This is an optimization exercise on Yosys and OpenROAD, whose aim is small area, a short achievable clock period and few clock cycles, not a production implementation.
RTL that was checked went through simulation tests only; none was proved equivalent to the original.
Only the layout flow was run in run 1; the RTL was not checked for function there.

==> flow/design.v (outline; a module is shown in full before it is edited, if it fits) <==
// module M1: 736 lines
// module m1_fa: 4 lines
// module m1_ha: 4 lines
module M1 (
   input  logic         Clock,
   input  logic         Resetn,
   input  logic         start,
   output logic         done,
   input  logic  [15:0] SRAM_read_data,
   output logic  [17:0] SRAM_address,
   output logic  [15:0] SRAM_write_data,
   output logic         SRAM_we_n
);
  // ...
==> flow/flow/run.sh <==
#!/bin/bash
set -euo pipefail
bash standard.sh SETUP_SLACK_MARGIN=10 finish > standard_make.log 2>&1
==> flow/standard.sh <==
#!/bin/bash
# synth_recipe.tcl (not shown) runs the flow's synth.tcl, then flattens the netlist and writes it again
# the make line also repeats each setting of config.mk as NAME=value (left out here)
make -C /OpenROAD-flow-scripts/flow DESIGN_CONFIG=/design/flow/config.mk WORK_HOME=/design/flow/orfs CLKGATE_MAP_FILE= SYNTH_SCRIPT=/design/flow/synth_recipe.tcl "${@:-finish}"
==> flow/config.mk <==
export PLATFORM = sky130hd
export DESIGN_NAME = M1
export DESIGN_NICKNAME = M1
export VERILOG_FILES = /design/flow/design.v
export SDC_FILE = /design/flow/constraint.sdc
export NUM_CORES = 4
export LEC_CHECK = 0
export ABC_CLOCK_PERIOD_IN_PS = 4000
export CAP_MARGIN = 20
export CORE_MARGIN = 2
export CORE_UTILIZATION = 55
export SETUP_SLACK_MARGIN = 5
export SLEW_MARGIN = 20
export SYNTH_HIERARCHICAL = 1
==> flow/constraint.sdc <==
create_clock -name core_clock -period 14.0 [get_ports {Clock}]
set_input_delay 2.8000 -clock core_clock [delete_from_list [all_inputs] [get_ports {Clock}]]
set_output_delay 2.8000 -clock core_clock [all_outputs]
set_load 0.01 [all_outputs]
==> run_results.csv, run 1 <==
group,metric,value,unit
setup_path,cp.depth,14,
drt,wl_per_cell,20.7,um
global_routing,grt_pass1_vias,18400,
layout,reg.largest.list,"win (152), FrA (20), FrB (19)",
floorplanning,die-area,52100,um2
logic_synthesis,yosysUniqueCellTypes,90,
logic_synthesis,syn_area,27700,um2
sta,skew,25.2,ps
sta,slew_violations,0,
layout,finalNonFillerCells,3201,
setup_path,crit_path_end,"Gr[9]",
layout,clk_share,5.36,%
layout,inv_count,272,
cts,cts_tree,"done",
layout,multi_input_cells,1573,
setup_path,cp_cell_sequence,"buf_4, ha_4, fa_1, fa_1, fa_1, fa_1, ha_2, a21oi_1, o22ai_1, o21a_1, a41oi_2, o211ai_1, a31oi_1, nor2b_2",
global_routing,grt_overflow,0,
layout,seq_cells,451,
sta,final_hold_viol_count,0,
logic_synthesis,yosys-mux-area-fraction,0.367,%
status,outcome,"complete, no violations",
setup_path,crit_type,"flip-flop to flip-flop",
drt,vias_per_cell,5.71,
logic_synthesis,synth_fa_ha_area_share,29.4,%
drt,top_layer_used,"met5",
layout,largest_register,"win",
drt,dr_wl_met2,29300,um
setup_path,reg2reg_from,"Yi[7]",
layout,clock_buffers,61,
==> module M1, before the edit <==
module M1 (
   input  logic         Clock,
   input  logic         Resetn,
   input  logic         start,
   output logic         done,
   input  logic  [15:0] SRAM_read_data,
   output logic  [17:0] SRAM_address,
   output logic  [15:0] SRAM_write_data,
   output logic         SRAM_we_n
);
localparam [17:0] BASE_U   = 18'd13824;
localparam [17:0] BASE_V   = 18'd20736;
localparam [17:0] BASE_RGB = 18'd220672;
localparam [1:0] S_IDLE = 2'd0, S_FILL = 2'd1, S_RUN = 2'd2;
logic [1:0]  state;
logic [2:0]  ph;         
logic [6:0]  mc;         
logic [13:0] YP;         
logic [12:0] CP;         
logic [15:0] WP;         
logic [7:0]  win [0:19];
logic [7:0]  UB;
logic [15:0] VB;
logic [15:0] Yr;
logic [7:0]  Up, Vp, B0h;
logic [8:0]  ps0, ps1, ps2, ps3, ps4;
logic [9:0]  ps24;
logic [8:0]  fs0, fs1, fs3, fs4;
logic [9:0]  fs24;
logic [21:0] Fs, FrowA, FrowB, FrA, FrB;
logic [7:0]  Fc;
assign ps0 = {1'b0, win[1]} + {1'b0, win[19]};
assign ps1 = {1'b0, win[3]} + {1'b0, win[17]};
assign ps2 = {1'b0, win[5]} + {1'b0, win[15]};
assign ps3 = {1'b0, win[7]} + {1'b0, win[13]};
assign ps4 = {1'b0, win[9]} + {1'b0, win[11]};
assign ps24 = {1'b0, ps2} + {1'b0, ps4};
always_ff @(posedge Clock) begin
   fs0 <= ps0;
   fs1 <= ps1;
   fs3 <= ps3;
   fs4 <= ps4;
   fs24 <= ps24;
end
logic [8:0]  nfs0, nfs1, nfs3, nfs4;
logic [9:0]  nfs24;
assign nfs0 = ~fs0;
assign nfs1 = ~fs1;
assign nfs3 = ~fs3;
assign nfs4 = ~fs4;
assign nfs24 = ~fs24;
logic fl1, fl2, fl3, fl4, fl5, fl6, fl7, fl8, fl9, fl10, fl11, fl12, fl13, fl14, fl15, fl16;
logic fl17, fl18, fl19, fl20, fl21, fl22, fl23, fl24, fl25, fl26, fl27, fl28, fl29, fl30, fl31, fl32;
logic fl33, fl34, fl35, fl36, fl37, fl38, fl39, fl40, fl41, fl42, fl43, fl44, fl45, fl46, fl47, fl48;
logic fl49, fl50, fl51, fl52, fl53, fl54, fl55, fl56, fl57, fl58, fl59, fl60, fl61, fl62, fl63, fl64;
logic fl65, fl66, fl67, fl68, fl69, fl70, fl71, fl72, fl73, fl74, fl75, fl76, fl77, fl78, fl79, fl80;
logic fl81, fl82, fl83, fl84, fl85, fl86, fl87, fl88, fl89, fl90, fl91, fl92, fl93, fl94, fl95, fl96;
logic fl97, fl98, fl99, fl100, fl101, fl102, fl103, fl104, fl105, fl106, fl107, fl108, fl109, fl110, fl111, fl112;
logic fl113, fl114, fl115, fl116, fl117, fl118, fl119, fl120, fl121, fl122, fl123, fl124, fl125, fl126, fl127, fl128;
logic fl129, fl130, fl131, fl132, fl133, fl134, fl135, fl136, fl137, fl138, fl139, fl140, fl141, fl142, fl143, fl144;
logic fl145, fl146, fl147, fl148, fl149, fl150, fl151, fl152, fl153, fl154, fl155, fl156, fl157, fl158, fl159, fl160;
logic fl161, fl162, fl163, fl164, fl165, fl166, fl167, fl168, fl169, fl170, fl171, fl172, fl173, fl174, fl175, fl176;
logic fl177, fl178, fl179, fl180, fl181, fl182, fl183, fl184, fl185, fl186, fl187, fl188, fl189, fl190;
m1_ha u_fl1 (.a(fs0[4]), .b(fs0[1]), .s(fl1), .co(fl2));
m1_ha u_fl3 (.a(fs0[5]), .b(fs0[2]), .s(fl3), .co(fl4));
m1_fa u_fl5 (.a(fs0[6]), .b(fs0[3]), .c(nfs1[7]), .s(fl5), .co(fl6));
m1_ha u_fl7 (.a(nfs1[3]), .b(nfs1[2]), .s(fl7), .co(fl8));
m1_fa u_fl9 (.a(fs0[7]), .b(fs0[4]), .c(nfs1[8]), .s(fl9), .co(fl10));
m1_fa u_fl11 (.a(nfs1[4]), .b(nfs1[3]), .c(nfs24[9]), .s(fl11), .co(fl12));
m1_fa u_fl13 (.a(fs0[8]), .b(fs0[5]), .c(nfs1[5]), .s(fl13), .co(fl14));
m1_ha u_fl15 (.a(fs0[6]), .b(nfs1[6]), .s(fl15), .co(fl16));
m1_ha u_fl17 (.a(fs0[7]), .b(nfs1[7]), .s(fl17), .co(fl18));
m1_fa u_fl19 (.a(fs0[3]), .b(fs0[0]), .c(nfs1[4]), .s(fl19), .co(fl20));
m1_ha u_fl21 (.a(nfs1[0]), .b(nfs24[5]), .s(fl21), .co(fl22));
m1_fa u_fl23 (.a(fl1), .b(nfs1[5]), .c(nfs1[1]), .s(fl23), .co(fl24));
m1_fa u_fl25 (.a(nfs1[0]), .b(nfs24[6]), .c(nfs24[3]), .s(fl25), .co(fl26));
m1_ha u_fl27 (.a(fs24[1]), .b(fs3[2]), .s(fl27), .co(fl28));
m1_fa u_fl29 (.a(fl3), .b(nfs1[6]), .c(nfs1[2]), .s(fl29), .co(fl30));
m1_fa u_fl31 (.a(nfs1[1]), .b(nfs24[7]), .c(nfs24[4]), .s(fl31), .co(fl32));
m1_fa u_fl33 (.a(fs24[2]), .b(fs3[3]), .c(fl2), .s(fl33), .co(fl34));
m1_fa u_fl35 (.a(fl5), .b(fl7), .c(nfs24[8]), .s(fl35), .co(fl36));
m1_fa u_fl37 (.a(nfs24[5]), .b(fs24[3]), .c(nfs24[0]), .s(fl37), .co(fl38));
assign fl39 = ~(fs3[4] ^ fl4);
assign fl40 = fs3[4] | fl4;
m1_fa u_fl41 (.a(fl9), .b(fl11), .c(nfs24[6]), .s(fl41), .co(fl42));
m1_fa u_fl43 (.a(fs24[4]), .b(nfs24[1]), .c(fs3[5]), .s(fl43), .co(fl44));
m1_fa u_fl45 (.a(fs3[0]), .b(fl6), .c(fl8), .s(fl45), .co(fl46));
m1_fa u_fl47 (.a(fl13), .b(nfs1[4]), .c(nfs24[7]), .s(fl47), .co(fl48));
m1_fa u_fl49 (.a(fs24[5]), .b(nfs24[2]), .c(fs3[6]), .s(fl49), .co(fl50));
m1_fa u_fl51 (.a(fs3[1]), .b(fl10), .c(fl12), .s(fl51), .co(fl52));
m1_fa u_fl53 (.a(fl15), .b(nfs1[5]), .c(nfs24[8]), .s(fl53), .co(fl54));
m1_fa u_fl55 (.a(fs24[6]), .b(nfs24[3]), .c(fs3[7]), .s(fl55), .co(fl56));
m1_fa u_fl57 (.a(fs3[2]), .b(fs4[0]), .c(fl14), .s(fl57), .co(fl58));
m1_fa u_fl59 (.a(fl17), .b(nfs1[6]), .c(nfs24[9]), .s(fl59), .co(fl60));
m1_fa u_fl61 (.a(fs24[7]), .b(nfs24[4]), .c(fs3[8]), .s(fl61), .co(fl62));
m1_fa u_fl63 (.a(fs3[3]), .b(fs4[1]), .c(fl16), .s(fl63), .co(fl64));
m1_fa u_fl65 (.a(fs0[8]), .b(nfs1[8]), .c(nfs1[7]), .s(fl65), .co(fl66));
m1_fa u_fl67 (.a(fs24[8]), .b(nfs24[5]), .c(fs3[4]), .s(fl67), .co(fl68));
assign fl69 = ~(fs4[2] ^ fl18);
assign fl70 = fs4[2] | fl18;
m1_fa u_fl71 (.a(nfs1[8]), .b(fs24[9]), .c(nfs24[6]), .s(fl71), .co(fl72));
m1_ha u_fl73 (.a(fs0[1]), .b(nfs1[2]), .s(fl73), .co(fl74));
m1_fa u_fl75 (.a(fs0[2]), .b(nfs1[3]), .c(nfs24[4]), .s(fl75), .co(fl76));
m1_fa u_fl77 (.a(fl19), .b(fl21), .c(nfs24[2]), .s(fl77), .co(fl78));
m1_ha u_fl79 (.a(fs24[0]), .b(fs3[1]), .s(fl79), .co(fl80));
m1_fa u_fl81 (.a(fl23), .b(fl25), .c(fl27), .s(fl81), .co(fl82));
assign fl83 = ~(fl20 ^ fl22);
assign fl84 = fl20 | fl22;
m1_fa u_fl85 (.a(fl29), .b(fl31), .c(fl33), .s(fl85), .co(fl86));
m1_fa u_fl87 (.a(fl24), .b(fl26), .c(fl28), .s(fl87), .co(fl88));
m1_fa u_fl89 (.a(fl35), .b(fl37), .c(fl39), .s(fl89), .co(fl90));
m1_fa u_fl91 (.a(fl30), .b(fl32), .c(fl34), .s(fl91), .co(fl92));
m1_fa u_fl93 (.a(fl41), .b(fl43), .c(fl45), .s(fl93), .co(fl94));
m1_fa u_fl95 (.a(fl36), .b(fl38), .c(fl40), .s(fl95), .co(fl96));
m1_fa u_fl97 (.a(fl47), .b(fl49), .c(fl51), .s(fl97), .co(fl98));
m1_fa u_fl99 (.a(fl42), .b(fl44), .c(fl46), .s(fl99), .co(fl100));
m1_fa u_fl101 (.a(fl53), .b(fl55), .c(fl57), .s(fl101), .co(fl102));
m1_fa u_fl103 (.a(fl48), .b(fl50), .c(fl52), .s(fl103), .co(fl104));
m1_fa u_fl105 (.a(fl59), .b(fl61), .c(fl63), .s(fl105), .co(fl106));
m1_fa u_fl107 (.a(fl54), .b(fl56), .c(fl58), .s(fl107), .co(fl108));
m1_fa u_fl109 (.a(fl65), .b(fl67), .c(fl69), .s(fl109), .co(fl110));
m1_fa u_fl111 (.a(fl60), .b(fl62), .c(fl64), .s(fl111), .co(fl112));
m1_fa u_fl113 (.a(fl71), .b(fs3[5]), .c(fs4[3]), .s(fl113), .co(fl114));
m1_fa u_fl115 (.a(fl66), .b(fl68), .c(fl70), .s(fl115), .co(fl116));
m1_fa u_fl117 (.a(nfs24[7]), .b(fs3[6]), .c(fs4[4]), .s(fl117), .co(fl118));
m1_ha u_fl119 (.a(nfs24[8]), .b(fs3[7]), .s(fl119), .co(fl120));
m1_ha u_fl121 (.a(nfs24[9]), .b(fs3[8]), .s(fl121), .co(fl122));
m1_ha u_fl123 (.a(fl73), .b(nfs24[3]), .s(fl123), .co(fl124));
m1_fa u_fl125 (.a(fl75), .b(nfs24[1]), .c(fs3[0]), .s(fl125), .co(fl126));
m1_fa u_fl127 (.a(fl77), .b(fl79), .c(fl76), .s(fl127), .co(fl128));
m1_fa u_fl129 (.a(fl81), .b(fl83), .c(fl78), .s(fl129), .co(fl130));
m1_fa u_fl131 (.a(fl85), .b(fl87), .c(fl82), .s(fl131), .co(fl132));
m1_fa u_fl133 (.a(fl89), .b(fl91), .c(fl86), .s(fl133), .co(fl134));
m1_fa u_fl135 (.a(fl93), .b(fl95), .c(fl90), .s(fl135), .co(fl136));
m1_fa u_fl137 (.a(fl97), .b(fl99), .c(fl94), .s(fl137), .co(fl138));
m1_fa u_fl139 (.a(fl101), .b(fl103), .c(fl98), .s(fl139), .co(fl140));
m1_fa u_fl141 (.a(fl105), .b(fl107), .c(fl102), .s(fl141), .co(fl142));
m1_fa u_fl143 (.a(fl109), .b(fl111), .c(fl106), .s(fl143), .co(fl144));
m1_fa u_fl145 (.a(fl113), .b(fl115), .c(fl110), .s(fl145), .co(fl146));
m1_fa u_fl147 (.a(fl117), .b(fl72), .c(fl114), .s(fl147), .co(fl148));
m1_fa u_fl149 (.a(fl119), .b(fs4[5]), .c(fl118), .s(fl149), .co(fl150));
m1_fa u_fl151 (.a(fl121), .b(fs4[6]), .c(fl120), .s(fl151), .co(fl152));
m1_ha u_fl153 (.a(nfs1[0]), .b(nfs24[1]), .s(fl153), .co(fl154));
m1_fa u_fl155 (.a(fs0[0]), .b(nfs1[1]), .c(nfs24[2]), .s(fl155), .co(fl156));
assign fl157 = ~(fl123 ^ nfs24[0]);
assign fl158 = fl123 | nfs24[0];
m1_fa u_fl159 (.a(fl125), .b(fl74), .c(fl124), .s(fl159), .co(fl160));
assign fl161 = ~(fl127 ^ fl126);
assign fl162 = fl127 | fl126;
m1_fa u_fl163 (.a(fl129), .b(fl80), .c(fl128), .s(fl163), .co(fl164));
m1_fa u_fl165 (.a(fl131), .b(fl84), .c(fl130), .s(fl165), .co(fl166));
m1_fa u_fl167 (.a(fl133), .b(fl88), .c(fl132), .s(fl167), .co(fl168));
m1_fa u_fl169 (.a(fl135), .b(fl92), .c(fl134), .s(fl169), .co(fl170));
m1_fa u_fl171 (.a(fl137), .b(fl96), .c(fl136), .s(fl171), .co(fl172));
m1_fa u_fl173 (.a(fl139), .b(fl100), .c(fl138), .s(fl173), .co(fl174));
m1_fa u_fl175 (.a(fl141), .b(fl104), .c(fl140), .s(fl175), .co(fl176));
m1_fa u_fl177 (.a(fl143), .b(fl108), .c(fl142), .s(fl177), .co(fl178));
m1_fa u_fl179 (.a(fl145), .b(fl112), .c(fl144), .s(fl179), .co(fl180));
m1_fa u_fl181 (.a(fl147), .b(fl116), .c(fl146), .s(fl181), .co(fl182));
assign fl183 = ~(fl149 ^ fl148);
assign fl184 = fl149 | fl148;
assign fl185 = ~(fl151 ^ fl150);
assign fl186 = fl151 | fl150;
m1_fa u_fl187 (.a(fs4[7]), .b(fl122), .c(fl152), .s(fl187), .co(fl188));
assign fl189 = ~fs4[8];
assign fl190 = fs4[8];
assign FrowA = {1'b1, 1'b1, fl189, fl187, fl185, fl183, fl181, fl179, fl177, fl175, fl173, fl171, fl169, fl167, fl165, fl163, fl161, fl159, fl157, fl155, fl153, nfs24[0]};
assign FrowB = {1'b0, fl190, fl188, fl186, fl184, fl182, fl180, fl178, fl176, fl174, fl172, fl170, fl168, fl166, fl164, fl162, fl160, fl158, fl156, fl154, 1'b1, 1'b1};
always_ff @(posedge Clock) begin
   FrA <= FrowA;
   FrB <= FrowB;
end
assign Fs = FrA + FrB;
assign Fc = Fs[21] ? 8'h00 : Fs[20] ? 8'hFF : Fs[19:12];
logic        odd_sel;
logic [7:0]  Yi, Ui, Vi;
logic [24:0] Rs, Gs;
logic [25:0] Bs;
logic [9:0]  Rr, Gr;
logic [10:0] Br;
logic [7:0]  Rc, Gc, Bc;
always_ff @(posedge Clock) begin
   Yi <= odd_sel ? Yr[7:0] : Yr[15:8];
   Ui <= odd_sel ? Up : win[8];
   Vi <= odd_sel ? Vp : win[7];
end
logic [7:0]  nYi, nUi, nVi;
assign nYi = ~Yi;
assign nUi = ~Ui;
assign nVi = ~Vi;
logic px1, px2, px3, px4, px5, px6, px7, px8, px9, px10, px11, px12, px13, px14, px15, px16;
logic px17, px18, px19, px20, px21, px22, px23, px24, px25, px26, px27, px28, px29, px30, px31, px32;
logic px33, px34, px35, px36, px37, px38, px39, px40, px41, px42, px43, px44, px45, px46, px47, px48;
logic px49, px50, px51, px52, px53, px54, px55, px56, px57, px58, px59, px60, px61, px62, px63, px64;
logic px65, px66, px67, px68, px69, px70, px71, px72, px73, px74, px75, px76, px77, px78, px79, px80;
logic px81, px82, px83, px84, px85, px86, px87, px88, px89, px90, px91, px92, px93, px94, px95, px96;
logic px97, px98, px99, px100, px101, px102, px103, px104, px105, px106, px107, px108, px109, px110, px111, px112;
logic px113, px114, px115, px116, px117, px118, px119, px120, px121, px122, px123, px124, px125, px126, px127, px128;
logic px129, px130, px131, px132, px133, px134, px135, px136, px137, px138, px139, px140, px141, px142, px143, px144;
logic px145, px146, px147, px148, px149, px150, px151, px152, px153, px154, px155, px156, px157, px158, px159, px160;
logic px161, px162, px163, px164, px165, px166, px167, px168, px169, px170, px171, px172, px173, px174, px175, px176;
logic px177, px178, px179, px180, px181, px182, px183, px184, px185, px186, px187, px188, px189, px190, px191, px192;
logic px193, px194, px195, px196, px197, px198, px199, px200, px201, px202, px203, px204, px205, px206, px207, px208;
logic px209, px210, px211, px212, px213, px214, px215, px216, px217, px218, px219, px220, px221, px222, px223, px224;
logic px225, px226, px227, px228, px229, px230, px231, px232, px233, px234, px235, px236, px237, px238, px239, px240;
logic px241, px242, px243, px244, px245, px246, px247, px248, px249, px250, px251, px252, px253, px254, px255, px256;
logic px257, px258, px259, px260, px261, px262, px263, px264, px265, px266, px267, px268, px269, px270, px271, px272;
logic px273, px274, px275, px276, px277, px278, px279, px280, px281, px282, px283, px284, px285, px286, px287, px288;
logic px289, px290, px291, px292, px293, px294, px295, px296, px297, px298, px299, px300, px301, px302, px303, px304;
logic px305, px306, px307, px308, px309, px310, px311, px312, px313, px314, px315, px316, px317, px318, px319, px320;
logic px321, px322, px323, px324, px325, px326, px327, px328, px329, px330, px331, px332, px333, px334, px335, px336;
logic px337, px338, px339, px340, px341, px342, px343, px344, px345, px346, px347, px348, px349, px350, px351, px352;
logic px353, px354, px355, px356, px357, px358, px359, px360, px361, px362, px363, px364, px365, px366, px367, px368;
logic px369, px370, px371, px372, px373, px374, px375, px376, px377, px378, px379, px380, px381, px382, px383, px384;
logic px385, px386, px387, px388, px389, px390, px391, px392, px393, px394, px395, px396, px397, px398, px399, px400;
logic px401, px402, px403, px404, px405, px406, px407, px408, px409, px410, px411, px412, px413, px414, px415, px416;
logic px417, px418, px419, px420, px421, px422, px423, px424, px425, px426, px427, px428, px429, px430, px431, px432;
logic px433, px434, px435, px436, px437, px438, px439, px440, px441, px442, px443, px444, px445, px446, px447, px448;
logic px449, px450, px451, px452, px453, px454, px455, px456, px457, px458, px459, px460, px461, px462, px463, px464;
logic px465, px466, px467, px468, px469, px470, px471, px472, px473, px474, px475, px476, px477, px478, px479, px480;
logic px481, px482, px483, px484, px485, px486, px487, px488, px489, px490, px491, px492, px493, px494, px495, px496;
logic px497, px498, px499, px500, px501, px502, px503, px504, px505, px506, px507, px508, px509, px510, px511, px512;
logic px513, px514, px515, px516, px517, px518, px519, px520, px521, px522, px523, px524, px525, px526, px527, px528;
m1_ha u_px1 (.a(Yi[7]), .b(Yi[5]), .s(px1), .co(px2));
m1_ha u_px3 (.a(Yi[6]), .b(Yi[4]), .s(px3), .co(px4));
m1_ha u_px5 (.a(Yi[7]), .b(Yi[5]), .s(px5), .co(px6));
m1_ha u_px7 (.a(Yi[4]), .b(Yi[2]), .s(px7), .co(px8));
m1_fa u_px9 (.a(Yi[5]), .b(Yi[3]), .c(Yi[1]), .s(px9), .co(px10));
m1_fa u_px11 (.a(Yi[6]), .b(Yi[4]), .c(Yi[2]), .s(px11), .co(px12));
m1_fa u_px13 (.a(px1), .b(Yi[3]), .c(Yi[0]), .s(px13), .co(px14));
m1_fa u_px15 (.a(px3), .b(Yi[1]), .c(px2), .s(px15), .co(px16));
m1_fa u_px17 (.a(px5), .b(Yi[2]), .c(px4), .s(px17), .co(px18));
m1_fa u_px19 (.a(Yi[6]), .b(Yi[3]), .c(px6), .s(px19), .co(px20));
m1_ha u_px21 (.a(Yi[7]), .b(Yi[4]), .s(px21), .co(px22));
m1_ha u_px23 (.a(Yi[2]), .b(Yi[0]), .s(px23), .co(px24));
assign px25 = ~(Yi[3] ^ Yi[1]);
assign px26 = Yi[3] | Yi[1];
assign px27 = ~(px7 ^ Yi[0]);
assign px28 = px7 | Yi[0];
assign px29 = ~(px9 ^ px8);
assign px30 = px9 | px8;
assign px31 = ~(px11 ^ px10);
assign px32 = px11 | px10;
assign px33 = ~(px13 ^ px12);
assign px34 = px13 | px12;
assign px35 = ~(px15 ^ px14);
assign px36 = px15 | px14;
assign px37 = ~(px17 ^ px16);
assign px38 = px17 | px16;
assign px39 = ~(px19 ^ px18);
assign px40 = px19 | px18;
assign px41 = ~(px21 ^ px20);
assign px42 = px21 | px20;
assign px43 = ~(Yi[5] ^ px22);
assign px44 = Yi[5] | px22;
assign px45 = ~Yi[6];
assign px46 = Yi[6];
assign px47 = ~Yi[7];
assign px48 = Yi[7];
m1_ha u_px49 (.a(Yi[6]), .b(Yi[4]), .s(px49), .co(px50));
m1_fa u_px51 (.a(Yi[7]), .b(Yi[5]), .c(Yi[3]), .s(px51), .co(px52));
m1_fa u_px53 (.a(Yi[0]), .b(Vi[5]), .c(Vi[4]), .s(px53), .co(px54));
m1_fa u_px55 (.a(Yi[6]), .b(Yi[4]), .c(Yi[1]), .s(px55), .co(px56));
m1_ha u_px57 (.a(Vi[6]), .b(Vi[5]), .s(px57), .co(px58));
m1_fa u_px59 (.a(Yi[7]), .b(Yi[5]), .c(Yi[2]), .s(px59), .co(px60));
m1_ha u_px61 (.a(Vi[7]), .b(Vi[6]), .s(px61), .co(px62));
m1_ha u_px63 (.a(Yi[6]), .b(Yi[3]), .s(px63), .co(px64));
m1_fa u_px65 (.a(nYi[7]), .b(Yi[0]), .c(Vi[7]), .s(px65), .co(px66));
m1_ha u_px67 (.a(Yi[2]), .b(Yi[0]), .s(px67), .co(px68));
m1_fa u_px69 (.a(Yi[3]), .b(Yi[1]), .c(Vi[5]), .s(px69), .co(px70));
m1_ha u_px71 (.a(Vi[1]), .b(Vi[0]), .s(px71), .co(px72));
m1_fa u_px73 (.a(Yi[4]), .b(Yi[2]), .c(Yi[0]), .s(px73), .co(px74));
m1_fa u_px75 (.a(Vi[6]), .b(Vi[2]), .c(Vi[1]), .s(px75), .co(px76));
m1_fa u_px77 (.a(Yi[5]), .b(Yi[3]), .c(Yi[1]), .s(px77), .co(px78));
m1_fa u_px79 (.a(Vi[7]), .b(Vi[3]), .c(Vi[2]), .s(px79), .co(px80));
m1_fa u_px81 (.a(px49), .b(Yi[2]), .c(Vi[4]), .s(px81), .co(px82));
assign px83 = ~(Vi[3] ^ Vi[0]);
assign px84 = Vi[3] | Vi[0];
m1_fa u_px85 (.a(px51), .b(px53), .c(Vi[1]), .s(px85), .co(px86));
assign px87 = ~(Vi[0] ^ px50);
assign px88 = Vi[0] | px50;
m1_fa u_px89 (.a(px55), .b(px57), .c(Vi[2]), .s(px89), .co(px90));
m1_fa u_px91 (.a(Vi[1]), .b(px52), .c(px54), .s(px91), .co(px92));
m1_fa u_px93 (.a(px59), .b(px61), .c(Vi[3]), .s(px93), .co(px94));
m1_fa u_px95 (.a(Vi[2]), .b(px56), .c(px58), .s(px95), .co(px96));
m1_fa u_px97 (.a(px63), .b(Vi[7]), .c(Vi[4]), .s(px97), .co(px98));
m1_fa u_px99 (.a(Vi[3]), .b(px60), .c(px62), .s(px99), .co(px100));
m1_fa u_px101 (.a(Yi[7]), .b(Yi[4]), .c(Vi[5]), .s(px101), .co(px102));
m1_ha u_px103 (.a(Vi[4]), .b(px64), .s(px103), .co(px104));
m1_fa u_px105 (.a(Yi[5]), .b(Vi[6]), .c(Vi[5]), .s(px105), .co(px106));
m1_ha u_px107 (.a(nYi[4]), .b(Vi[4]), .s(px107), .co(px108));
m1_fa u_px109 (.a(nYi[5]), .b(Vi[5]), .c(Vi[3]), .s(px109), .co(px110));
m1_fa u_px111 (.a(nYi[6]), .b(Vi[6]), .c(Vi[4]), .s(px111), .co(px112));
m1_fa u_px113 (.a(px65), .b(Vi[5]), .c(Vi[2]), .s(px113), .co(px114));
m1_fa u_px115 (.a(Yi[1]), .b(Vi[6]), .c(Vi[3]), .s(px115), .co(px116));
m1_fa u_px117 (.a(px67), .b(Vi[7]), .c(Vi[4]), .s(px117), .co(px118));
m1_fa u_px119 (.a(px69), .b(px71), .c(px68), .s(px119), .co(px120));
m1_fa u_px121 (.a(px73), .b(px75), .c(px70), .s(px121), .co(px122));
m1_fa u_px123 (.a(px77), .b(px79), .c(px74), .s(px123), .co(px124));
m1_fa u_px125 (.a(px81), .b(px83), .c(px78), .s(px125), .co(px126));
m1_fa u_px127 (.a(px85), .b(px87), .c(px82), .s(px127), .co(px128));
m1_fa u_px129 (.a(px89), .b(px91), .c(px86), .s(px129), .co(px130));
m1_fa u_px131 (.a(px93), .b(px95), .c(px90), .s(px131), .co(px132));
m1_fa u_px133 (.a(px97), .b(px99), .c(px94), .s(px133), .co(px134));
m1_fa u_px135 (.a(px101), .b(px103), .c(px98), .s(px135), .co(px136));
m1_fa u_px137 (.a(px105), .b(px102), .c(px104), .s(px137), .co(px138));
m1_fa u_px139 (.a(Yi[6]), .b(Vi[7]), .c(Vi[6]), .s(px139), .co(px140));
m1_ha u_px141 (.a(nYi[0]), .b(Vi[0]), .s(px141), .co(px142));
m1_ha u_px143 (.a(nYi[1]), .b(Vi[1]), .s(px143), .co(px144));
m1_fa u_px145 (.a(nYi[2]), .b(Vi[2]), .c(Vi[0]), .s(px145), .co(px146));
m1_fa u_px147 (.a(nYi[3]), .b(Vi[3]), .c(Vi[1]), .s(px147), .co(px148));
assign px149 = ~(px107 ^ Vi[2]);
assign px150 = px107 | Vi[2];
m1_fa u_px151 (.a(px109), .b(Vi[0]), .c(px108), .s(px151), .co(px152));
m1_fa u_px153 (.a(px111), .b(Vi[1]), .c(px110), .s(px153), .co(px154));
assign px155 = ~(px113 ^ px112);
assign px156 = px113 | px112;
m1_fa u_px157 (.a(px115), .b(px66), .c(px114), .s(px157), .co(px158));
m1_fa u_px159 (.a(px117), .b(Vi[0]), .c(px116), .s(px159), .co(px160));
assign px161 = ~(px119 ^ px118);
assign px162 = px119 | px118;
m1_fa u_px163 (.a(px121), .b(px72), .c(px120), .s(px163), .co(px164));
m1_fa u_px165 (.a(px123), .b(px76), .c(px122), .s(px165), .co(px166));
m1_fa u_px167 (.a(px125), .b(px80), .c(px124), .s(px167), .co(px168));
m1_fa u_px169 (.a(px127), .b(px84), .c(px126), .s(px169), .co(px170));
m1_fa u_px171 (.a(px129), .b(px88), .c(px128), .s(px171), .co(px172));
m1_fa u_px173 (.a(px131), .b(px92), .c(px130), .s(px173), .co(px174));
m1_fa u_px175 (.a(px133), .b(px96), .c(px132), .s(px175), .co(px176));
m1_fa u_px177 (.a(px135), .b(px100), .c(px134), .s(px177), .co(px178));
assign px179 = ~(px137 ^ px136);
assign px180 = px137 | px136;
m1_fa u_px181 (.a(px139), .b(px106), .c(px138), .s(px181), .co(px182));
m1_fa u_px183 (.a(Yi[7]), .b(Vi[7]), .c(px140), .s(px183), .co(px184));
m1_ha u_px185 (.a(Yi[6]), .b(Yi[4]), .s(px185), .co(px186));
m1_fa u_px187 (.a(Yi[7]), .b(Yi[5]), .c(Yi[3]), .s(px187), .co(px188));
m1_ha u_px189 (.a(Yi[6]), .b(Yi[4]), .s(px189), .co(px190));
m1_ha u_px191 (.a(Yi[7]), .b(Yi[5]), .s(px191), .co(px192));
m1_ha u_px193 (.a(nYi[5]), .b(nUi[6]), .s(px193), .co(px194));
m1_fa u_px195 (.a(nYi[6]), .b(nUi[7]), .c(nUi[5]), .s(px195), .co(px196));
m1_fa u_px197 (.a(nYi[7]), .b(Yi[0]), .c(nUi[6]), .s(px197), .co(px198));
m1_ha u_px199 (.a(Yi[1]), .b(nUi[7]), .s(px199), .co(px200));
m1_ha u_px201 (.a(Yi[2]), .b(Yi[0]), .s(px201), .co(px202));
m1_fa u_px203 (.a(Yi[3]), .b(Yi[1]), .c(nUi[6]), .s(px203), .co(px204));
m1_fa u_px205 (.a(Yi[4]), .b(Yi[2]), .c(Yi[0]), .s(px205), .co(px206));
m1_fa u_px207 (.a(Yi[5]), .b(Yi[3]), .c(Yi[1]), .s(px207), .co(px208));
m1_fa u_px209 (.a(nUi[4]), .b(nUi[1]), .c(nUi[0]), .s(px209), .co(px210));
m1_fa u_px211 (.a(px185), .b(Yi[2]), .c(nUi[5]), .s(px211), .co(px212));
m1_fa u_px213 (.a(nUi[2]), .b(nUi[1]), .c(nVi[3]), .s(px213), .co(px214));
m1_ha u_px215 (.a(nVi[1]), .b(nVi[0]), .s(px215), .co(px216));
m1_fa u_px217 (.a(px187), .b(Yi[0]), .c(nUi[6]), .s(px217), .co(px218));
m1_fa u_px219 (.a(nUi[3]), .b(nUi[2]), .c(nVi[4]), .s(px219), .co(px220));
m1_fa u_px221 (.a(nVi[2]), .b(nVi[1]), .c(px186), .s(px221), .co(px222));
m1_fa u_px223 (.a(px189), .b(Yi[1]), .c(nUi[7]), .s(px223), .co(px224));
m1_fa u_px225 (.a(nUi[4]), .b(nUi[3]), .c(nVi[5]), .s(px225), .co(px226));
m1_fa u_px227 (.a(nVi[3]), .b(nVi[2]), .c(px188), .s(px227), .co(px228));
m1_fa u_px229 (.a(px191), .b(Yi[2]), .c(nUi[5]), .s(px229), .co(px230));
m1_fa u_px231 (.a(nUi[4]), .b(nVi[6]), .c(nVi[4]), .s(px231), .co(px232));
assign px233 = ~(nVi[3] ^ px190);
assign px234 = nVi[3] | px190;
m1_fa u_px235 (.a(Yi[6]), .b(Yi[3]), .c(nUi[6]), .s(px235), .co(px236));
m1_fa u_px237 (.a(nUi[5]), .b(nVi[7]), .c(nVi[5]), .s(px237), .co(px238));
m1_ha u_px239 (.a(nVi[4]), .b(px192), .s(px239), .co(px240));
m1_fa u_px241 (.a(Yi[7]), .b(Yi[4]), .c(nUi[7]), .s(px241), .co(px242));
m1_fa u_px243 (.a(nUi[6]), .b(nVi[6]), .c(nVi[5]), .s(px243), .co(px244));
m1_ha u_px245 (.a(nYi[2]), .b(nUi[3]), .s(px245), .co(px246));
m1_fa u_px247 (.a(nYi[3]), .b(nUi[4]), .c(nUi[2]), .s(px247), .co(px248));
m1_ha u_px249 (.a(nUi[1]), .b(nVi[0]), .s(px249), .co(px250));
m1_fa u_px251 (.a(nYi[4]), .b(nUi[5]), .c(nUi[3]), .s(px251), .co(px252));
m1_fa u_px253 (.a(nUi[2]), .b(nUi[0]), .c(nVi[1]), .s(px253), .co(px254));
m1_fa u_px255 (.a(px193), .b(nUi[4]), .c(nUi[3]), .s(px255), .co(px256));
assign px257 = ~(nUi[1] ^ nVi[2]);
assign px258 = nUi[1] | nVi[2];
m1_fa u_px259 (.a(px195), .b(nUi[4]), .c(nUi[2]), .s(px259), .co(px260));
assign px261 = ~(nVi[3] ^ px194);
assign px262 = nVi[3] | px194;
m1_fa u_px263 (.a(px197), .b(nUi[5]), .c(nUi[3]), .s(px263), .co(px264));
assign px265 = ~(nVi[4] ^ px196);
assign px266 = nVi[4] | px196;
m1_fa u_px267 (.a(px199), .b(nUi[6]), .c(nUi[4]), .s(px267), .co(px268));
m1_fa u_px269 (.a(nUi[0]), .b(nVi[5]), .c(px198), .s(px269), .co(px270));
m1_fa u_px271 (.a(px201), .b(nUi[7]), .c(nUi[5]), .s(px271), .co(px272));
m1_fa u_px273 (.a(nUi[1]), .b(nVi[6]), .c(px200), .s(px273), .co(px274));
m1_fa u_px275 (.a(px203), .b(nUi[2]), .c(nVi[7]), .s(px275), .co(px276));
assign px277 = ~(nVi[0] ^ px202);
assign px278 = nVi[0] | px202;
m1_fa u_px279 (.a(px205), .b(nUi[7]), .c(nUi[3]), .s(px279), .co(px280));
m1_fa u_px281 (.a(nUi[0]), .b(nVi[1]), .c(px204), .s(px281), .co(px282));
m1_fa u_px283 (.a(px207), .b(px209), .c(nVi[2]), .s(px283), .co(px284));
assign px285 = ~(nVi[0] ^ px206);
assign px286 = nVi[0] | px206;
m1_fa u_px287 (.a(px211), .b(px213), .c(px215), .s(px287), .co(px288));
assign px289 = ~(px208 ^ px210);
assign px290 = px208 | px210;
m1_fa u_px291 (.a(px217), .b(px219), .c(px221), .s(px291), .co(px292));
m1_fa u_px293 (.a(px212), .b(px214), .c(px216), .s(px293), .co(px294));
m1_fa u_px295 (.a(px223), .b(px225), .c(px227), .s(px295), .co(px296));
m1_fa u_px297 (.a(px218), .b(px220), .c(px222), .s(px297), .co(px298));
m1_fa u_px299 (.a(px229), .b(px231), .c(px233), .s(px299), .co(px300));
m1_fa u_px301 (.a(px224), .b(px226), .c(px228), .s(px301), .co(px302));
m1_fa u_px303 (.a(px235), .b(px237), .c(px239), .s(px303), .co(px304));
m1_fa u_px305 (.a(px230), .b(px232), .c(px234), .s(px305), .co(px306));
m1_fa u_px307 (.a(px241), .b(px243), .c(px236), .s(px307), .co(px308));
assign px309 = ~(px238 ^ px240);
assign px310 = px238 | px240;
m1_fa u_px311 (.a(Yi[5]), .b(nUi[7]), .c(nVi[7]), .s(px311), .co(px312));
m1_fa u_px313 (.a(nVi[6]), .b(px242), .c(px244), .s(px313), .co(px314));
m1_ha u_px315 (.a(Yi[6]), .b(nVi[7]), .s(px315), .co(px316));
m1_ha u_px317 (.a(nYi[1]), .b(nUi[2]), .s(px317), .co(px318));
m1_fa u_px319 (.a(px245), .b(nUi[1]), .c(nUi[0]), .s(px319), .co(px320));
m1_fa u_px321 (.a(px247), .b(px249), .c(px246), .s(px321), .co(px322));
m1_fa u_px323 (.a(px251), .b(px253), .c(px248), .s(px323), .co(px324));
m1_fa u_px325 (.a(px255), .b(px257), .c(px252), .s(px325), .co(px326));
m1_fa u_px327 (.a(px259), .b(px261), .c(px256), .s(px327), .co(px328));
m1_fa u_px329 (.a(px263), .b(px265), .c(px260), .s(px329), .co(px330));
m1_fa u_px331 (.a(px267), .b(px269), .c(px264), .s(px331), .co(px332));
m1_fa u_px333 (.a(px271), .b(px273), .c(px268), .s(px333), .co(px334));
m1_fa u_px335 (.a(px275), .b(px277), .c(px272), .s(px335), .co(px336));
m1_fa u_px337 (.a(px279), .b(px281), .c(px276), .s(px337), .co(px338));
m1_fa u_px339 (.a(px283), .b(px285), .c(px280), .s(px339), .co(px340));
m1_fa u_px341 (.a(px287), .b(px289), .c(px284), .s(px341), .co(px342));
m1_fa u_px343 (.a(px291), .b(px293), .c(px288), .s(px343), .co(px344));
m1_fa u_px345 (.a(px295), .b(px297), .c(px292), .s(px345), .co(px346));
m1_fa u_px347 (.a(px299), .b(px301), .c(px296), .s(px347), .co(px348));
m1_fa u_px349 (.a(px303), .b(px305), .c(px300), .s(px349), .co(px350));
m1_fa u_px351 (.a(px307), .b(px309), .c(px304), .s(px351), .co(px352));
m1_fa u_px353 (.a(px311), .b(px313), .c(px308), .s(px353), .co(px354));
m1_fa u_px355 (.a(px315), .b(px312), .c(px314), .s(px355), .co(px356));
m1_ha u_px357 (.a(nYi[0]), .b(nUi[1]), .s(px357), .co(px358));
assign px359 = ~(px317 ^ nUi[0]);
assign px360 = px317 | nUi[0];
assign px361 = ~(px319 ^ px318);
assign px362 = px319 | px318;
assign px363 = ~(px321 ^ px320);
assign px364 = px321 | px320;
m1_fa u_px365 (.a(px323), .b(px250), .c(px322), .s(px365), .co(px366));
m1_fa u_px367 (.a(px325), .b(px254), .c(px324), .s(px367), .co(px368));
m1_fa u_px369 (.a(px327), .b(px258), .c(px326), .s(px369), .co(px370));
m1_fa u_px371 (.a(px329), .b(px262), .c(px328), .s(px371), .co(px372));
m1_fa u_px373 (.a(px331), .b(px266), .c(px330), .s(px373), .co(px374));
m1_fa u_px375 (.a(px333), .b(px270), .c(px332), .s(px375), .co(px376));
m1_fa u_px377 (.a(px335), .b(px274), .c(px334), .s(px377), .co(px378));
m1_fa u_px379 (.a(px337), .b(px278), .c(px336), .s(px379), .co(px380));
m1_fa u_px381 (.a(px339), .b(px282), .c(px338), .s(px381), .co(px382));
m1_fa u_px383 (.a(px341), .b(px286), .c(px340), .s(px383), .co(px384));
m1_fa u_px385 (.a(px343), .b(px290), .c(px342), .s(px385), .co(px386));
m1_fa u_px387 (.a(px345), .b(px294), .c(px344), .s(px387), .co(px388));
m1_fa u_px389 (.a(px347), .b(px298), .c(px346), .s(px389), .co(px390));
m1_fa u_px391 (.a(px349), .b(px302), .c(px348), .s(px391), .co(px392));
m1_fa u_px393 (.a(px351), .b(px306), .c(px350), .s(px393), .co(px394));
m1_fa u_px395 (.a(px353), .b(px310), .c(px352), .s(px395), .co(px396));
assign px397 = ~(px355 ^ px354);
assign px398 = px355 | px354;
m1_fa u_px399 (.a(Yi[7]), .b(px316), .c(px356), .s(px399), .co(px400));
m1_fa u_px401 (.a(nYi[4]), .b(Ui[5]), .c(Ui[3]), .s(px401), .co(px402));
m1_fa u_px403 (.a(nYi[5]), .b(Ui[6]), .c(Ui[4]), .s(px403), .co(px404));
m1_fa u_px405 (.a(nYi[6]), .b(Ui[7]), .c(Ui[5]), .s(px405), .co(px406));
m1_ha u_px407 (.a(Ui[4]), .b(Ui[2]), .s(px407), .co(px408));
m1_fa u_px409 (.a(nYi[7]), .b(Yi[0]), .c(Ui[6]), .s(px409), .co(px410));
assign px411 = ~(Ui[5] ^ Ui[3]);
assign px412 = Ui[5] | Ui[3];
m1_fa u_px413 (.a(Yi[1]), .b(Ui[7]), .c(Ui[6]), .s(px413), .co(px414));
assign px415 = ~(Ui[4] ^ Ui[0]);
assign px416 = Ui[4] | Ui[0];
m1_fa u_px417 (.a(Yi[2]), .b(Yi[0]), .c(Ui[7]), .s(px417), .co(px418));
assign px419 = ~(Ui[5] ^ Ui[1]);
assign px420 = Ui[5] | Ui[1];
m1_fa u_px421 (.a(Yi[3]), .b(Yi[1]), .c(Ui[6]), .s(px421), .co(px422));
m1_fa u_px423 (.a(Yi[4]), .b(Yi[2]), .c(Yi[0]), .s(px423), .co(px424));
m1_ha u_px425 (.a(Ui[7]), .b(Ui[3]), .s(px425), .co(px426));
m1_fa u_px427 (.a(Yi[5]), .b(Yi[3]), .c(Yi[1]), .s(px427), .co(px428));
m1_fa u_px429 (.a(Yi[6]), .b(Yi[4]), .c(Yi[2]), .s(px429), .co(px430));
m1_fa u_px431 (.a(Yi[7]), .b(Yi[5]), .c(Yi[3]), .s(px431), .co(px432));
m1_ha u_px433 (.a(Yi[0]), .b(Ui[6]), .s(px433), .co(px434));
m1_fa u_px435 (.a(Yi[6]), .b(Yi[4]), .c(Yi[1]), .s(px435), .co(px436));
assign px437 = ~(Ui[7] ^ Ui[0]);
assign px438 = Ui[7] | Ui[0];
m1_fa u_px439 (.a(Yi[7]), .b(Yi[5]), .c(Yi[2]), .s(px439), .co(px440));
m1_ha u_px441 (.a(Yi[6]), .b(Yi[3]), .s(px441), .co(px442));
m1_ha u_px443 (.a(nYi[2]), .b(Ui[3]), .s(px443), .co(px444));
m1_fa u_px445 (.a(nYi[3]), .b(Ui[4]), .c(Ui[2]), .s(px445), .co(px446));
m1_fa u_px447 (.a(px401), .b(Ui[2]), .c(Ui[0]), .s(px447), .co(px448));
m1_fa u_px449 (.a(px403), .b(Ui[3]), .c(Ui[1]), .s(px449), .co(px450));
m1_fa u_px451 (.a(px405), .b(px407), .c(px404), .s(px451), .co(px452));
m1_fa u_px453 (.a(px409), .b(px411), .c(px406), .s(px453), .co(px454));
m1_fa u_px455 (.a(px413), .b(px415), .c(px410), .s(px455), .co(px456));
m1_fa u_px457 (.a(px417), .b(px419), .c(px414), .s(px457), .co(px458));
m1_fa u_px459 (.a(px421), .b(Ui[2]), .c(px418), .s(px459), .co(px460));
m1_fa u_px461 (.a(px423), .b(px425), .c(px422), .s(px461), .co(px462));
m1_fa u_px463 (.a(px427), .b(Ui[4]), .c(px424), .s(px463), .co(px464));
m1_fa u_px465 (.a(px429), .b(Ui[5]), .c(px428), .s(px465), .co(px466));
m1_fa u_px467 (.a(px431), .b(px433), .c(px430), .s(px467), .co(px468));
m1_fa u_px469 (.a(px435), .b(px437), .c(px432), .s(px469), .co(px470));
m1_fa u_px471 (.a(px439), .b(Ui[1]), .c(px436), .s(px471), .co(px472));
m1_fa u_px473 (.a(px441), .b(Ui[2]), .c(px440), .s(px473), .co(px474));
m1_fa u_px475 (.a(Yi[7]), .b(Yi[4]), .c(Ui[3]), .s(px475), .co(px476));
m1_ha u_px477 (.a(Yi[5]), .b(Ui[4]), .s(px477), .co(px478));
m1_ha u_px479 (.a(Yi[6]), .b(Ui[5]), .s(px479), .co(px480));
m1_ha u_px481 (.a(Yi[7]), .b(Ui[6]), .s(px481), .co(px482));
m1_ha u_px483 (.a(nYi[0]), .b(Ui[1]), .s(px483), .co(px484));
m1_fa u_px485 (.a(nYi[1]), .b(Ui[2]), .c(Ui[0]), .s(px485), .co(px486));
m1_fa u_px487 (.a(px443), .b(Ui[1]), .c(Ui[0]), .s(px487), .co(px488));
m1_fa u_px489 (.a(px445), .b(Ui[1]), .c(px444), .s(px489), .co(px490));
assign px491 = ~(px447 ^ px446);
assign px492 = px447 | px446;
m1_fa u_px493 (.a(px449), .b(px402), .c(px448), .s(px493), .co(px494));
assign px495 = ~(px451 ^ px450);
assign px496 = px451 | px450;
m1_fa u_px497 (.a(px453), .b(px408), .c(px452), .s(px497), .co(px498));
m1_fa u_px499 (.a(px455), .b(px412), .c(px454), .s(px499), .co(px500));
m1_fa u_px501 (.a(px457), .b(px416), .c(px456), .s(px501), .co(px502));
m1_fa u_px503 (.a(px459), .b(px420), .c(px458), .s(px503), .co(px504));
assign px505 = ~(px461 ^ px460);
assign px506 = px461 | px460;
m1_fa u_px507 (.a(px463), .b(px426), .c(px462), .s(px507), .co(px508));
assign px509 = ~(px465 ^ px464);
assign px510 = px465 | px464;
assign px511 = ~(px467 ^ px466);
assign px512 = px467 | px466;
m1_fa u_px513 (.a(px469), .b(px434), .c(px468), .s(px513), .co(px514));
m1_fa u_px515 (.a(px471), .b(px438), .c(px470), .s(px515), .co(px516));
assign px517 = ~(px473 ^ px472);
assign px518 = px473 | px472;
m1_fa u_px519 (.a(px475), .b(px442), .c(px474), .s(px519), .co(px520));
assign px521 = ~(px477 ^ px476);
assign px522 = px477 | px476;
assign px523 = ~(px479 ^ px478);
assign px524 = px479 | px478;
assign px525 = ~(px481 ^ px480);
assign px526 = px481 | px480;
m1_ha u_px527 (.a(Ui[7]), .b(px482), .s(px527), .co(px528));
assign Rs = {1'b1, 1'b1, px183, px181, px179, px177, px175, px173, px171, px169, px167, px165, px163, px161, px159, px157, px155, px153, px151, px149, px147, px145, px143, px141, 1'b0} + {1'b0, px184, px182, px180, px178, px176, px174, px172, px170, px168, px166, px164, px162, px160, px158, px156, px154, px152, px150, px148, px146, px144, px142, 1'b1, 1'b0};
assign Gs = {1'b1, 1'b1, px399, px397, px395, px393, px391, px389, px387, px385, px383, px381, px379, px377, px375, px373, px371, px369, px367, px365, px363, px361, px359, px357, nUi[0]} + {1'b0, px400, px398, px396, px394, px392, px390, px388, px386, px384, px382, px380, px378, px376, px374, px372, px370, px368, px366, px364, px362, px360, px358, 1'b1, 1'b1};
assign Bs = {1'b1, 1'b1, px527, px525, px523, px521, px519, px517, px515, px513, px511, px509, px507, px505, px503, px501, px499, px497, px495, px493, px491, px489, px487, px485, px483, Ui[0]} + {1'b0, px528, px526, px524, px522, px520, px518, px516, px514, px512, px510, px508, px506, px504, px502, px500, px498, px496, px494, px492, px490, px488, px486, px484, 1'b1, 1'b0};
always_ff @(posedge Clock) begin
   Rr <= Rs[24:15];
   Gr <= Gs[24:15];
   Br <= Bs[25:15];
end
assign Rc = Rr[9] ? 8'h00 : Rr[8] ? 8'hFF : Rr[7:0];
assign Gc = Gr[9] ? 8'h00 : Gr[8] ? 8'hFF : Gr[7:0];
assign Bc = Br[10] ? 8'h00 : (Br[9] | Br[8]) ? 8'hFF : Br[7:0];
logic run, fill;
logic last_row;
assign run   = (state == S_RUN);
assign fill  = (state == S_FILL);
assign last_row = CP[12] & CP[11] & CP[9] & CP[8];    
logic f_last, f_neg, f_odd, f_ubus, f_uub, f_vbh, f_vbl;
logic [6:0] mc_new, m_new;
logic upd_flags;
assign mc_new = (state == S_FILL) ? 7'd0 : mc + 7'd1;
assign m_new  = mc_new - 7'd1;
assign upd_flags = (state == S_FILL) || (state == S_RUN && ph == 3'd4);
always_ff @(posedge Clock) begin
   if (upd_flags) begin
      f_last <= (mc_new == 7'd96);
      f_neg  <= (mc_new == 7'd0);
      f_odd  <= ~mc_new[0];
      f_ubus <= mc_new[0] && mc_new != 7'd0 && m_new <= 7'd88;
      f_uub  <= ~mc_new[0] && (mc_new == 7'd0 || m_new <= 7'd89);
      f_vbh  <= ~mc_new[0] && (mc_new == 7'd0 || m_new <= 7'd87);
      f_vbl  <= mc_new[0] && mc_new != 7'd0 && m_new <= 7'd88;
   end
end
localparam [2:0] SH_NONE = 3'd0, SH_BUS = 3'd1, SH_VBH = 3'd2, SH_VBL = 3'd3,
                 SH_UB = 3'd4, SH_CLAMP = 3'd5;
logic [2:0] sh;
logic ub_ld, vb_ld, y_ld, up_ld, vp_ld;
always_comb begin
   sh = SH_NONE;
   ub_ld = 1'b0; vb_ld = 1'b0; y_ld = 1'b0; up_ld = 1'b0; vp_ld = 1'b0;
   odd_sel = 1'b1;
   if (run) begin
      case (ph)
         3'd0: up_ld = 1'b1;
         3'd1: ;
         3'd2: begin
            if (f_last) begin                    
               sh = SH_BUS; vb_ld = 1'b1;
            end else if (f_ubus) begin
               sh = SH_BUS; ub_ld = 1'b1;
            end else if (f_uub) begin
               sh = SH_UB;
            end else
               sh = SH_CLAMP;
            if (f_vbh) vb_ld = 1'b1;
         end
         3'd3: begin
            y_ld = 1'b1;
            if (f_last) begin                    
               sh = SH_BUS; ub_ld = 1'b1;
            end else if (f_vbh)
               sh = SH_VBH;
            else if (f_vbl)
               sh = SH_VBL;
            else
               sh = SH_CLAMP;
         end
         default: begin  
            vp_ld = 1'b1;
            odd_sel = 1'b0;
            if (f_last) sh = SH_CLAMP;           
         end
      endcase
   end else if (fill) begin
      case (mc[4:0])
         5'd2:  begin sh = SH_BUS; vb_ld = 1'b1; end    
         5'd3:  begin sh = SH_BUS; ub_ld = 1'b1; end    
         5'd12: sh = SH_VBL;                            
         5'd13: sh = SH_UB;                             
         5'd14: begin sh = SH_BUS; vb_ld = 1'b1; end    
         5'd15: begin sh = SH_BUS; ub_ld = 1'b1; end    
         5'd16: sh = SH_VBL;                            
         5'd17: sh = SH_UB;                             
         5'd18: begin sh = SH_BUS; vb_ld = 1'b1; end    
         5'd19: begin sh = SH_BUS; ub_ld = 1'b1; end    
         5'd20: sh = SH_VBL;                            
         default: if (mc >= 7'd4) sh = SH_CLAMP;
      endcase
   end
end
logic [7:0] sh_in;
always_comb begin
   case (sh)
      SH_BUS:  sh_in = SRAM_read_data[15:8];
      SH_VBH:  sh_in = VB[15:8];
      SH_VBL:  sh_in = VB[7:0];
      SH_UB:   sh_in = UB;
      default: sh_in = win[18];
   endcase
end
always_ff @(posedge Clock) begin
   if (sh != SH_NONE) begin
      for (int i = 0; i < 19; i++) win[i] <= win[i+1];
      win[19] <= sh_in;
   end
   if (ub_ld) UB <= SRAM_read_data[7:0];
   if (vb_ld) VB <= SRAM_read_data;
   if (y_ld)  Yr <= SRAM_read_data;
   if (up_ld) Up <= Fc;
   if (vp_ld) Vp <= Fc;
   B0h <= Bc;
   case (ph)
      3'd1:    SRAM_write_data <= {Rc, Gc};
      3'd2:    SRAM_write_data <= {B0h, Rc};
      default: SRAM_write_data <= {Gc, Bc};
   endcase
end
always_ff @(posedge Clock or negedge Resetn) begin
   if (~Resetn) begin
      state <= S_IDLE;
      done <= 1'b0;
      SRAM_we_n <= 1'b1;
   end else begin
      SRAM_we_n <= 1'b1;
      case (state)
         S_IDLE: if (start) begin
            done <= 1'b0;
            state <= S_FILL;
         end
         S_FILL: if (mc == 7'd20) state <= S_RUN;
         default: begin  
            if ((ph == 3'd1 || ph == 3'd2 || ph == 3'd3) && !f_neg) SRAM_we_n <= 1'b0;
            if (ph == 3'd4 && f_last) begin
               if (last_row) begin
                  state <= S_IDLE;
                  done <= 1'b1;
               end else
                  state <= S_FILL;
            end
         end
      endcase
   end
end
always_ff @(posedge Clock) begin
   SRAM_address <= {2'b11, WP};        
   case (state)
      S_IDLE: begin
         if (start) begin
            mc <= 7'd0;
            YP <= 14'd0;
            CP <= 13'd0;
            WP <= BASE_RGB[15:0];
            SRAM_address <= BASE_V;               
         end
      end
      S_FILL: begin
         mc <= (mc == 7'd20) ? 7'd0 : mc + 7'd1;
         case (mc[4:0])
            5'd0:  begin SRAM_address <= BASE_U + CP; CP <= CP + 13'd1; end
            5'd11: SRAM_address <= BASE_V + CP;
            5'd12: begin SRAM_address <= BASE_U + CP; CP <= CP + 13'd1; end
            5'd15: SRAM_address <= BASE_V + CP;
            5'd16: begin SRAM_address <= BASE_U + CP; CP <= CP + 13'd1; end
            5'd20: SRAM_address <= BASE_V + CP;   
            default: ;
         endcase
         ph <= 3'd0;
      end
      default: begin  
         ph <= (ph == 3'd4) ? 3'd0 : ph + 3'd1;
         case (ph)
            3'd0: begin
               if (!f_last) begin
                  SRAM_address <= {4'd0, YP};
                  YP <= YP + 14'd1;
               end else if (!last_row) begin
                  SRAM_address <= BASE_U + CP;
                  CP <= CP + 13'd1;
               end
            end
            3'd1, 3'd2, 3'd3: begin
               if (!f_neg) begin
                  SRAM_address <= {2'b11, WP};
                  WP <= WP + 16'd1;
               end
            end
            default: begin  
               if (f_last) begin
                  mc <= 7'd5;
               end else begin
                  mc <= mc + 7'd1;
                  if (mc == 7'd95) begin
                     if (!last_row) SRAM_address <= BASE_V + CP;    
                  end else if (mc[0] && mc <= 7'd87) begin
                     SRAM_address <= BASE_V + CP;                   
                  end else if (!mc[0] && mc <= 7'd88) begin
                     SRAM_address <= BASE_U + CP;                   
                     CP <= CP + 13'd1;
                  end
               end
            end
         endcase
      end
   endcase
end
endmodule
==> inputs of run 2 (changes only) <==
--- a/flow/design.v
+++ b/flow/design.v
@@ -178,4 +178,6 @@
 logic [7:0]  Yi, Ui, Vi;
-logic [24:0] Rs, Gs;
-logic [25:0] Bs;
+logic [15:0] Rlo, Glo, Blo;
+logic [9:0]  RhA, RhB, GhA, GhB, RqA, RqB, GqA, GqB;
+logic [10:0] BhA, BhB, BqA, BqB;
+logic        Rq15, Gq15, Bq15;
 logic [9:0]  Rr, Gr;
@@ -532,10 +534,19 @@
 m1_ha u_px527 (.a(Ui[7]), .b(px482), .s(px527), .co(px528));
-assign Rs = {1'b1, 1'b1, px183, px181, px179, px177, px175, px173, px171, px169, px167, px165, px163, px161, px159, px157, px155, px153, px151, px149, px147, px145, px143, px141, 1'b0} + {1'b0, px184, px182, px180, px178, px176, px174, px172, px170, px168, px166, px164, px162, px160, px158, px156, px154, px152, px150, px148, px146, px144, px142, 1'b1, 1'b0};
-assign Gs = {1'b1, 1'b1, px399, px397, px395, px393, px391, px389, px387, px385, px383, px381, px379, px377, px375, px373, px371, px369, px367, px365, px363, px361, px359, px357, nUi[0]} + {1'b0, px400, px398, px396, px394, px392, px390, px388, px386, px384, px382, px380, px378, px376, px374, px372, px370, px368, px366, px364, px362, px360, px358, 1'b1, 1'b1};
-assign Bs = {1'b1, 1'b1, px527, px525, px523, px521, px519, px517, px515, px513, px511, px509, px507, px505, px503, px501, px499, px497, px495, px493, px491, px489, px487, px485, px483, Ui[0]} + {1'b0, px528, px526, px524, px522, px520, px518, px516, px514, px512, px510, px508, px506, px504, px502, px500, px498, px496, px494, px492, px490, px488, px486, px484, 1'b1, 1'b0};
+assign Rlo = {1'b0, {px167, px165, px163, px161, px159, px157, px155, px153, px151, px149, px147, px145, px143, px141, 1'b0}} + {1'b0, {px166, px164, px162, px160, px158, px156, px154, px152, px150, px148, px146, px144, px142, 1'b1, 1'b0}};
+assign RhA = {1'b1, 1'b1, px183, px181, px179, px177, px175, px173, px171, px169};
+assign RhB = {1'b0, px184, px182, px180, px178, px176, px174, px172, px170, px168};
+assign Glo = {1'b0, {px383, px381, px379, px377, px375, px373, px371, px369, px367, px365, px363, px361, px359, px357, nUi[0]}} + {1'b0, {px382, px380, px378, px376, px374, px372, px370, px368, px366, px364, px362, px360, px358, 1'b1, 1'b1}};
+assign GhA = {1'b1, 1'b1, px399, px397, px395, px393, px391, px389, px387, px385};
+assign GhB = {1'b0, px400, px398, px396, px394, px392, px390, px388, px386, px384};
+assign Blo = {1'b0, {px509, px507, px505, px503, px501, px499, px497, px495, px493, px491, px489, px487, px485, px483, Ui[0]}} + {1'b0, {px508, px506, px504, px502, px500, px498, px496, px494, px492, px490, px488, px486, px484, 1'b1, 1'b0}};
+assign BhA = {1'b1, 1'b1, px527, px525, px523, px521, px519, px517, px515, px513, px511};
+assign BhB = {1'b0, px528, px526, px524, px522, px520, px518, px516, px514, px512, px510};
 always_ff @(posedge Clock) begin
-   Rr <= Rs[24:15];
-   Gr <= Gs[24:15];
-   Br <= Bs[25:15];
+   RqA <= RhA; RqB <= RhB; Rq15 <= Rlo[15];
+   GqA <= GhA; GqB <= GhB; Gq15 <= Glo[15];
+   BqA <= BhA; BqB <= BhB; Bq15 <= Blo[15];
 end
+assign Rr = RqA + RqB + {9'd0, Rq15};
+assign Gr = GqA + GqB + {9'd0, Gq15};
+assign Br = BqA + BqB + {10'd0, Bq15};
 assign Rc = Rr[9] ? 8'h00 : Rr[8] ? 8'hFF : Rr[7:0];
==> run 2 against run 1 <==
Effect of this change: critical path depth is 13 lower; register-to-register slack improved by 570 ps; synthesized cell count fell by 0.30%; largest cell class unchanged; die area increased by 0.76%; sequential share of layout area up 2.0 points; first-iteration DRC count is 0.82% lower; maximum frequency rose by 9.6%; core utilization down 1.2 points; hold slack better by 18 ps; non-clock buffer count decreased by 37.
==> run_results.csv, run 2 <==
group,metric,value,unit
drt,drt-total-wl,63300,um
placed_design,placed_cells,3048,
layout,layout_common_cells,"273 x inv_1, 269 x fa_1, 266 x edfxtp_1",
logic_synthesis,syn_area,27900,um2
sta,skew,25.9,ps
setup_path,cp_top_family,"flip-flops",
drt,drc,0,
sta,slew_violations,0,
layout,final_nets,2970,
layout,reg.largest.list,"win (152), FrA (20), FrB (19)",
setup_path,rr_worst_depth,9,
floorplanning,die-area,52500,um2
logic_synthesis,synthTopCellsByArea,"edfxtp_1 29%, fa_1 19%, dfxtp_1 15%",
sta,period_minus_slack,4030,ps
setup_path,cp.depth,1,
setup_path,worst-path-buf-inv,1,
sta,setup_viol,0,
logic_synthesis,yosysSeqAreaShare,43.8,%
global_routing,grt_pass1_wl,100000,um
logic_synthesis,synthTopCellsByCount,"280 x inv_1, 269 x fa_1, 266 x edfxtp_1, 223 x ha_1, 206 x dfxtp_1",
min_path,hp-start,"fs4[8]",
drt,vias,17600,
logic_synthesis,yosysUniqueCellTypes,90,
setup_path,cp_cell_sequence,"buf_6",
layout,antennaDiodeCount,0,
cts,cts_max_level,2,
layout,final_core_util,62.5,%
cts,cts.sink_count,476,
setup_path,critPathMaxFanout,1,
sta,rsz0062_at_grt,"true",
logic_synthesis,synth_top_area_share,28.7,%
setup_path,cp-startpoint,"SRAM_we_n",
setup_path,endpoint_kind,"output pin",
logic_synthesis,synth_nets,2867,
layout,largest_register,"win",
layout,largest_reg_flops,152,
layout,layout_commonest_cell,"inv_1",
global_routing,grt_overflow,0,
placed_design,gp_congestion,0.884,
placed_design,dp_hpwl,47300,um
setup_path,critPathArrivalTime,1230,ps
global_routing,grt_pass1_vias,18300,
floorplanning,start_util,55.7,%
cts,cts_buffer_depth,3,
floorplanning,ios,55,
placed_design,portBuffers,54,
setup_path,max_stage_delay,530,ps
setup_path,crit_type,"flip-flop to output pin",
logic_synthesis,async_flop_share,0.840,%
sta,post-route-period-util,28.8,%
drt,drt-initial-drc-count,1450,
logic_synthesis,yosysWarningCount,8,
logic_synthesis,synth_ff_type,"edfxtp_1",
layout,area_delta_synth_final,12.2,%
min_path,min_path_type,"flip-flop to flip-flop",
job,drv_cap,0,
setup_path,cp_slowest_cell,"dfstp_2",
drt,wl_per_cell,20.0,um
setup_path,crit_path_end,"SRAM_we_n",
logic_synthesis,synth_most_common_cell,"inv_1",
setup_path,crit_required,11200,ps
logic_synthesis,synth-seq-cells,476,
sta,final_hold_viol_count,0,
sta,finalSetupTns,0,ps
logic_synthesis,yosysTopAreaCell,"edfxtp_1",
global_routing,grt_max_degree,153,
cts,numCtsBuffers,51,
floorplanning,row_count,82,
cts,cts_hold_buf,0,
placed_design,place_area,29200,um2
layout,drive_gt1_share,9.19,%
logic_synthesis,synth_edf_count,266,
cts,cts.root.buffer_cell,"clkbuf_16",
drt,vias_per_cell,5.56,
status,outcome,"complete, no violations",
sta,clock.fmax,248,MHz
setup_path,reg2reg_from,"Ui[6]",
placed_design,pre_cts_ws,9020,ps
setup_path,critPathLaunchType,"flip-flop",
cts,cts_tree,"done",
sta,worstMarginPinSlew,1000,ps
sta,layout_setup_ws,9970,ps
logic_synthesis,syn_inst,2356,
cts,cts.clk_slew.worst_paths,60,ps
floorplanning,coreArea,50100,um2
cts,insertion_delay,620,ps
setup_path,worstReg2RegEnd,"Gq15",
global_routing,grt_antenna_before_repair,0,
sta,slew_headroom,32.0,%
setup_path,r2r_setup_slack,10150,ps
logic_synthesis,syn_avg_cell_area,11.8,um2
layout,final_area,31300,um2
floorplanning,floorplan.die.height,229,um
floorplanning,die_x,229,um
drt,antenna_left,0,
global_routing,grtUsageTotal,24.6,%
drt,dr.pass1.iters,7,
layout,finalNonFillerCells,3174,
## run 2: changes by cell type after synthesis, sizes merged, moves of 11 or more
cell / delta
inv: +11
dfxtp: +25
nand3: -16
nor2: +12
nand2: +11
a211oi: -16
o21bai: -16
a21oi: +24
## run 2: metal layers
| metal | wire length, um | vias up | part of all wire, % | track usage, % |
|---|---|---|---|---|
| met5 | 0 | - | 0 | 0 |
| met4 | 1570 | 0 | 2.5 | 6.92 |
| met3 | 3390 | 103 | 5.4 | 4.20 |
| met2 | 28800 | 444 | 46 | 38.9 |
| met1 | 29500 | 8813 | 47 | 35.1 |
| li1 | - | 8283 | - | - |
## run 2: cell type report
cell class	count	area [um2]
Clock inverter	32	344
Fill cell	4124	18800
Sequential cell	476	12200
Tap cell	672	841
Timing Repair Buffer	105	891
Inverter	282	1080
Multi-Input combinational cell	1543	14400
Clock buffer	64	1470
## run 2: how the worst min path moves through the flow
| stage | endpoint | depth (start not counted) |
|---|---|---|
| 5_1_grt | FrB[20] | 0 |
| 3_3_place_gp | FrB[20] | 0 |
| 2_1_floorplan | FrB[20] | 0 |
| 6_report | FrB[20] | 0 |
| 4_1_cts | FrB[20] | 0 |
| 3_5_place_dp | FrB[20] | 0 |
## run 2: timing repair
action / CTS / global route
pin swaps: 1 / 2
endpoints found under the setup margin: 91 / 155
setup buffers: 7 / 22
endpoints found under the hold margin: 0 / 0
gates cloned: 0 / 0
resized for setup: 93 / 41
## run 2: cells by family after synthesis
| kind of cell | count (synthesis) | synth area share (%) |
|---|---|---|
| buffers and inverters | 337 | 4.71 |
| AO/OA/AOI/OAI | 433 | 10.1 |
| multiplexers | 21 | 0.817 |
| XOR/XNOR | 96 | 3.04 |
| flip-flops | 476 | 43.8 |
| adder cells (fa/ha/maj) | 493 | 29.4 |
| AND/OR/NAND/NOR | 500 | 8.11 |
## run 2: Yosys stat by module (local to each module, per instance)
module	flip-flops and latches	cells inside	area (um2)
M1	476	2060	22300
m1_fa	0	1	20.0
m1_ha	0	1	12.5
## run 2: stage by stage
stage | hold WS [ps]
5_1_grt | 379
6_report | 368
4_1_cts | 369
3_5_place_dp | 339
3_3_place_gp | 340
2_1_floorplan | 331
Testbench counts of run 2, summed over its fixed seeds: cycles 432,900.

port drivers added, routing unchanged:
In the flow no input, the clock included, has a driving cell. The finished layouts below were timed again as built, in two steps. Step 1 (the two cells are an assumption about what drives the block):
set clk [get_ports {Clock}]
set_driving_cell -lib_cell sky130_fd_sc_hd__clkbuf_16 $clk
set_driving_cell -lib_cell sky130_fd_sc_hd__buf_2 [delete_from_list [all_inputs] $clk]
Step 2 times the ports against the registers' clock, not the clock port: input delays grow and output delays shrink by t, the midpoint of the rising clock arrivals with the driver on. a / b / c = ideal ports / drivers / drivers and shift; a / b = the first two.
run	shift t [ns]	setup slack, ns	worst setup path at the end
run 1	0.651	9.577 / 9.577 / 9.500	input to register
run 2	0.667	9.966 / 9.905 / 9.719	input to register
After both steps every run listed still meets setup and hold. The setup slack of run 2, which loses most, moves by -0.061 ns with the drivers and by -0.247 ns with both steps.
